This is an optimization exercise on Yosys and OpenROAD, whose aim is small area, a short achievable clock period and few clock cycles per item, not a production implementation.
No run shown here included a check of the RTL's function; only the layout flow was run.

## flow/design.v (module list and top-level ports; edited modules follow where they fit)
// module inv: 76 lines
// module inv_csub: 4098 lines
// module inv_add: 4642 lines
module inv #(parameter WIDTH = 256)
   (
   input  wire               clk,
   input  wire               reset_n,
   input  wire               start_inv,
   input  wire [WIDTH - 1:0] a,
   input  wire [WIDTH - 1:0] P,
   output wire               done_inv,
   output wire [WIDTH:0]     result
   );
  // ...
==> flow/run.sh <==
#!/bin/bash
# synth_recipe.tcl (not shown) runs the flow's synth.tcl, then flattens the netlist and writes it again
# the make line also repeats each setting of config.mk as NAME=value (left out here)
make -C /OpenROAD-flow-scripts/flow DESIGN_CONFIG=/design/flow/config.mk WORK_HOME=/design/flow/orfs CLKGATE_MAP_FILE= SYNTH_SCRIPT=/design/flow/synth_recipe.tcl finish
==> flow/config.mk <==
export PLATFORM = sky130hd
export DESIGN_NAME = inv
export DESIGN_NICKNAME = inv
export VERILOG_FILES = /design/flow/design.v
export SDC_FILE = /design/flow/constraint.sdc
export NUM_CORES = 4
export LEC_CHECK = 0
export CAP_MARGIN = 20
export CELL_PAD_IN_SITES_DETAIL_PLACEMENT = 1
export CELL_PAD_IN_SITES_GLOBAL_PLACEMENT = 2
export CORE_MARGIN = 2
export CORE_UTILIZATION = 35
export SLEW_MARGIN = 20
==> flow/constraint.sdc <==
create_clock -name core_clock -period 10.0 [get_ports {clk}]
set_input_delay 2.0000 -clock core_clock [delete_from_list [all_inputs] [get_ports {clk}]]
set_output_delay 2.0000 -clock core_clock [all_outputs]
set_load 0.01 [all_outputs]
==> run notes, run 1 <==
remaining antenna violation count=0; commonest cells after routing, fill and taps aside=1235 x nand2_1, 920 x nor2_1, 770 x clkdlybuf4s50_1; number of synthesized flops with an enable pin=511; Crit. Startpoint=U[0]; R2R setup slack=1360 ps; Worst Hold Launch=cnt[0]; drt drc=0; worst reg2reg startpoint=U[0]; post-synthesis mux area share=5.879%; Core Util, Final=41.98%; initial antenna violation count=34; CP cell instances=clkinv_2, nor4_1, nand4_1, nor4_1, nand4_1, nor2_1, o21ai_0, and2_4, inv_8, nand2_4, nand2_4, buf_4, a221o_1, a21oi_1, a221o_1; Setup crit end=U[210]; Buffers excl. clock=889; CP max-delay cell=nand2_4; outcome=timing/DRC/antenna clean; Sink Count=1037; met3 WL=25160 um; Fmax=0.1158 GHz; Clock buf/inv share=5.013%; Synth top cells by count=1243 x nand2_1, 930 x nor2_1, 688 x a21oi_1, 638 x o21ai_0, 514 x ha_1; M3 GR Usage=6.282%; WP data required=10710 ps; global-route wire length before repair=553900 um; Yosys top cell area share=19.16%; synthesis-stage register bit count=1037; Met1 Wirelength=164200 um; Clock transition at path regs=60 ps; Global Route met1 Usage=40.89%; detailed router's first-iteration violation count=5760; post-route insts no fill=13321; HP Class=flop to flop; synthesized area per cell=8.245 um2
==> module inv, before the edit <==
module inv #(parameter WIDTH = 256)
   (
   input  wire               clk,
   input  wire               reset_n,
   input  wire               start_inv,
   input  wire [WIDTH - 1:0] a,
   input  wire [WIDTH - 1:0] P,
   output wire               done_inv,
   output wire [WIDTH:0]     result
   );
   reg  [255:0] U, V, CV;
   reg  [256:0] CU;
   reg  [9:0]   cnt;
   reg          busy, ph2, done, sig;
   assign done_inv = done;
   assign result   = CU;
   wire         load = start_inv & ~busy & ~done;
   wire [254:0] x = U[255:1];
   wire [254:0] y = V[255:1];
   wire         ge, eq_unused;
   wire [254:0] dm;
   inv_csub u_csub (.x(x), .y(y), .ge(ge), .eq(eq_unused), .d(dm));
   wire         even = ~U[0];
   wire         fin  = ~even & ~(|x) & ~(|y);
   wire [1:0]   m = ph2  ? 2'd0 :
                    even ? (U[1] ? 2'd0 : U[2] ? 2'd1 : 2'd2) :
                    fin  ? 2'd0 :
                    (x[0] ^ y[0]) ? 2'd0 : (x[1] ^ y[1]) ? 2'd1 : 2'd2;
   wire [254:0] z  = even ? x : dm;
   wire [254:0] zs = (m == 2'd0) ? z : (m == 2'd1) ? {1'b0, z[254:1]} : {2'b0, z[254:2]};
   wire         swp = ~even & ~ge & ~ph2;
   wire [256:0] sum;
   wire         sge;
   inv_add u_add (.a(CU), .b(ph2 ? ~{1'b0, CV} : {1'b0, CV}), .ci(ph2), .s(sum), .co(sge));
   wire [256:0] zc  = (swp | (fin & sig)) ? {1'b0, CV} : CU;
   wire [256:0] zcs = (m == 2'd0) ? {zc[255:0], 1'b0} :
                      (m == 2'd1) ? {zc[254:0], 2'b0} : {zc[253:0], 3'b0};
   wire [9:0] cnt_n = cnt + {8'd0, m} + 10'd1;
   always @(posedge clk or negedge reset_n) begin
      if (!reset_n) begin
         busy <= 1'b0;
         done <= 1'b0;
         ph2  <= 1'b0;
         sig  <= 1'b0;
         cnt  <= 10'd0;
      end else if (!start_inv) begin
         busy <= 1'b0;
         done <= 1'b0;
      end else if (load) begin
         busy <= 1'b1;
         ph2  <= 1'b0;
         sig  <= 1'b1;
         cnt  <= 10'd0;
      end else if (busy) begin
         cnt <= cnt_n;
         if (fin)
            ph2 <= 1'b1;
         if (swp)
            sig <= ~sig;
         if (cnt_n[9]) begin
            busy <= 1'b0;
            done <= 1'b1;
         end
      end else begin
         done <= 1'b0;
      end
   end
   always @(posedge clk) begin
      U  <= load ? a : {1'b0, zs};
      if (load | swp)
         V <= load ? P : U;
      CU <= load ? 257'd0 : (ph2 & sge) ? {sum[255:0], 1'b0} : zcs;
      if (load | (busy & ~ph2 & ~even))
         CV <= load ? 256'd1 : sum[255:0];
   end
endmodule
==> run 2: changes to the inputs <==
--- a/flow/design.v
+++ b/flow/design.v
@@ -24,7 +24,6 @@
    wire         fin  = ~even & ~(|x) & ~(|y);
    wire [1:0]   m = ph2  ? 2'd0 :
                     even ? (U[1] ? 2'd0 : U[2] ? 2'd1 : 2'd2) :
-                    fin  ? 2'd0 :
                     (x[0] ^ y[0]) ? 2'd0 : (x[1] ^ y[1]) ? 2'd1 : 2'd2;
    wire [254:0] z  = even ? x : dm;
    wire [254:0] zs = (m == 2'd0) ? z : (m == 2'd1) ? {1'b0, z[254:1]} : {2'b0, z[254:2]};
@@ -35,7 +34,7 @@
    wire [256:0] zc  = (swp | (fin & sig)) ? {1'b0, CV} : CU;
    wire [256:0] zcs = (m == 2'd0) ? {zc[255:0], 1'b0} :
                       (m == 2'd1) ? {zc[254:0], 2'b0} : {zc[253:0], 3'b0};
-   wire [9:0] cnt_n = cnt + {8'd0, m} + 10'd1;
+   wire [9:0] cnt_n = cnt + (fin ? 10'd1 : {8'd0, m} + 10'd1);
    always @(posedge clk or negedge reset_n) begin
       if (!reset_n) begin
          busy <= 1'b0;
@@ -69,7 +68,8 @@
       U  <= load ? a : {1'b0, zs};
       if (load | swp)
          V <= load ? P : U;
-      CU <= load ? 257'd0 : (ph2 & sge) ? {sum[255:0], 1'b0} : zcs;
+      CU <= load ? 257'd0 : (ph2 & sge) ? {sum[255:0], 1'b0} :
+            fin ? {zc[255:0], 1'b0} : zcs;
       if (load | (busy & ~ph2 & ~even))
          CV <= load ? 256'd1 : sum[255:0];
    end
--- a/flow/config.mk
+++ b/flow/config.mk
@@ -5,9 +5,11 @@
 export SDC_FILE = /design/flow/constraint.sdc
 export NUM_CORES = 4
 export LEC_CHECK = 0
+export ABC_CLOCK_PERIOD_IN_PS = 4000
 export CAP_MARGIN = 20
 export CELL_PAD_IN_SITES_DETAIL_PLACEMENT = 1
 export CELL_PAD_IN_SITES_GLOBAL_PLACEMENT = 2
 export CORE_MARGIN = 2
-export CORE_UTILIZATION = 35
+export CORE_UTILIZATION = 40
+export SETUP_SLACK_MARGIN = 5
 export SLEW_MARGIN = 20
==> run notes, run 2 <==
Sink Count=1037 (unchanged); worst slew pin tran=1134 ps (was 1253 ps); Clock Path Buffers=3 (unchanged); Post-synth top flop=dfxtp_1 (unchanged); WP data required=10790 ps (was 10710 ps); vias in the first global route=87187 (was 81072); Mapped Area=82570 um2 (was 80090 um2); crit share post-route=54.96% (was 86.35%); detailed router's first-iteration violation count=7755 (was 5760); routed wire length=445500 um (was 379800 um); fin. max-slew vios=0 (unchanged); synthesized area per cell=8.347 um2 (was 8.245 um2); largest registers=CU x256, CV x256, U x256 (unchanged); critical path data arrival time=6280 ps (was 9340 ps); initial antenna violation count=36 (was 34); chip width=458.3 um (was 482.4 um); area leader, netlist=edfxtp_1 (unchanged); total grt overflow=0 (unchanged); Fmax=0.1820 GHz (was 0.1158 GHz); drt drc=0 (unchanged); CTS tree=yes (unchanged); Via density=6.431 (was 5.947); remaining antenna violation count=0 (unchanged); Crit. Startpoint=V[212] (was U[0]); worst reg2reg startpoint=V[212] (was U[0]); FF-to-FF path depth=10 (was 15); Fill cells=23008 (was 26699); syn nets=10942 (was 10759); WS Path Type=flop to flop (unchanged); Vias=88082 (was 79217); Worst setup EP type=flop (unchanged); H-tree depth=4 (unchanged); Yosys cell types=105 (was 92); Post-Route Setup TNS=0 ps (unchanged); detailed placement HPWL=268200 um (was 268900 um); Worst setup SP type=flop (unchanged); drt pass-1 iters=8 (was 9); share of cells above drive strength 1=17.93% (was 4.796%); hold bufs inserted after CTS=0 (unchanged); setup violation total in the final timing report=0 (unchanged); Slew headroom=24.37% (was 16.46%); die area=210100 um2 (was 232700 um2); Post-synth ARST share=1.350% (unchanged); Core ar.=205000 um2 (was 227500 um2); Hold Fails Final Rpt=0 (unchanged); synthesis-stage register bit count=1037 (unchanged); clk_skew=46.83 ps (was 38.16 ps); routability cong.=0.9348 (was 0.9071); Yosys top cell area share=18.58% (was 19.16%); outcome=timing/DRC/antenna clean (unchanged); Die Ht=458.3 um (was 482.4 um); R2R setup slack=4500 ps (was 1360 ps); Synth area leaders=edfxtp_1 19%, dfxtp_1 12%, ha_1 7.8% (was edfxtp_1 19%, dfxtp_1 13%, ha_1 8.0%); site row count=166 (was 175); yosys warns=1 (unchanged); Avg WL per Cell=32.53 um (was 28.51 um); most common cell in the netlist=nand2_1 (unchanged); hold path depth=1 (was 2); RSZ-0062 raised after global routing=yes (was no); Initial Util=40.28% (was 35.20%); Ports=773 (unchanged); RR Endpoint=CU[147] (was U[210]); global-route wire length before repair=597900 um (was 553900 um); P&R area growth vs syn=35.11% (was 19.25%); post-synthesis sequential area ratio=31.42% (was 32.40%); Clock transition at path regs=60 ps (about the same); cells after synthesis=9892 (was 9713); Clock Latency Late Sink=850 ps (was 840 ps); commonest cells after routing, fill and taps aside=1326 x nand2_1, 770 x clkdlybuf4s50_1, 728 x a21oi_1 (was 1235 x nand2_1, 920 x nor2_1, 770 x clkdlybuf4s50_1); CTS Buf Count=140 (was 143); Layout Nets=11918 (was 11227); GRT Total Usage=37.89% (was 31.58%); CTS root buf=clkbuf_16 (unchanged); Port-buffer cells=770 (unchanged); number of synthesized flops with an enable pin=511 (unchanged); commonest non-fill, non-tap cell in the layout=nand2_1 (unchanged); min cycle time layout=5496 ps (was 8635 ps); Setup crit end=CU[147] (was U[210]); max cap viols=0 (unchanged); Synth top cells by count=1420 x nand2_1, 824 x a21oi_1, 617 x nor2_1, 518 x ha_1, 512 x dfxtp_1 (was 1243 x nand2_1, 930 x nor2_1, 688 x a21oi_1, 638 x o21ai_0, 514 x ha_1); Core Util, Final=54.42% (was 41.98%); HP Class=flop to flop (unchanged); worst-path fanout max=90 (was 84); largest net degree at the start of global routing=189 (was 186)
run 2: cell types whose count changed after synthesis, moves of 35 or more:
cell,previous run,this run
a22oi_1,118,202
a2111oi_0,8,83
a21o_1,197,327
mux2i_1,413,459
o22ai_1,274,96
o22a_1,43,8
a21oi_1,688,824
o31ai_1,31,88
clkbuf_1,403,452
and2_1,50,88
nand2_1,1243,1420
o21ai_0,638,451
nor2_1,930,617
a22o_1,20,77
run 2: per-stage QoR:
stage                     hold slack [ps]  worst slack (ps)  area [um2]  cells
after floorplan                     456.3              5016       82640   9892
after global placement              469.7              1746       92510  12848
after detailed placement            489.1              1678       92520  12848
after CTS                           496.4              4596      102300  13312
after global routing                517.9              4408      111600  13691
final                               496.2              4504      111600  13697
run 2: logic make-up (layout without fill, tap and decap cells):
kind of cell,count (synthesis),in the layout,share of synthesized area [%]
flops,1037,1037,31.42
buf+inv,1038,2112,5.052
simple gates,2997,3011,16.28
mux,526,526,6.710
fa+ha+maj,535,535,8.261
compound gates,3062,3066,24.89
other cells,1,26,0.004542
xor+xnor,696,696,7.382
run 2: layout make-up:
cell class,instances,area (um2),share of cell area (%)
antenna,25,62.56,0.05607
tap,2688,3363,3.015
sequential,1037,25970,23.28
inverter,417,1594,1.429
multi-input combinational,7835,59370,53.21
timing repair buffer,1437,16600,14.88
clock buffer,210,4049,3.629
clock inverter,48,555.5,0.4979
run 2: timing repair:
action / in CTS / in global routing
cloned: 61 / 75
resized for setup: 522 / 1140
buffers inserted: 145 / 284
endpoints found under the setup margin: 994 / 845
pin swaps: 76 / 344
run 2: how the worst min path moves through the flow:
stage                     endpoint  slack [ps]   start
after floorplan             cnt[2]         460  cnt[2]
after global placement      cnt[2]         470  cnt[2]
after detailed placement    cnt[7]         490  cnt[7]
after CTS                   cnt[7]         500  cnt[7]
after global routing        cnt[7]         520  cnt[7]
final                       cnt[7]         500  cnt[7]
run 2: worst max-delay path, stage by stage (launching register included):
cell	delay (ps)
edfxtp_1	620
nor4_1	950
nand4_1	480
nor4_1	450
nand4_1	380
o21ai_4	240
buf_6	580
buf_6	850
nor2_1	210
a2111oi_4	360
a21o_1	110
run 2: metal layers:
layer | global-route usage [%] | share of wire (%) | vias to the layer above
li1 | - | - | 38576
met1 | 45.94 | 38 | 44177
met2 | 60.89 | 45 | 4012
met3 | 6.528 | 7.7 | 1299
met4 | 26.89 | 9.0 | 18
met5 | 0 | 0.018 | -

==> afterwards: timing with drivers on the ports <==
Ports are ideal in the flow. The routed layouts listed here were re-timed in OpenROAD. Step 1, drivers: a clkbuf_16 drives clk and a buf_2 each remaining input, both assumed. Step 2 also shifts input and output timing later by t, the mid clock arrival at the registers, as if the neighbouring blocks saw the same clock. Three values: ideal ports, drivers, drivers and shift; two values: the first two.
| run | shift t [ns] | setup slack, ns | clock arrival spread, ns | worst register clock-pin slew, ns | worst slew at a driven data input, ns |
|---|---|---|---|---|---|
| run 1 | 0.905 | 1.365 / 1.365 / 1.365 | 0.038 / 0.039 | 0.06 / 0.06 | 0.22 |
| run 2 | 0.928 | 4.504 / 4.504 / 4.057 | 0.047 / 0.047 | 0.07 / 0.07 | 0.26 |
After both steps every run listed still meets setup and hold. The setup slack of run 2, which loses most, moves by 0.000 ns with the drivers and by -0.447 ns with both steps.
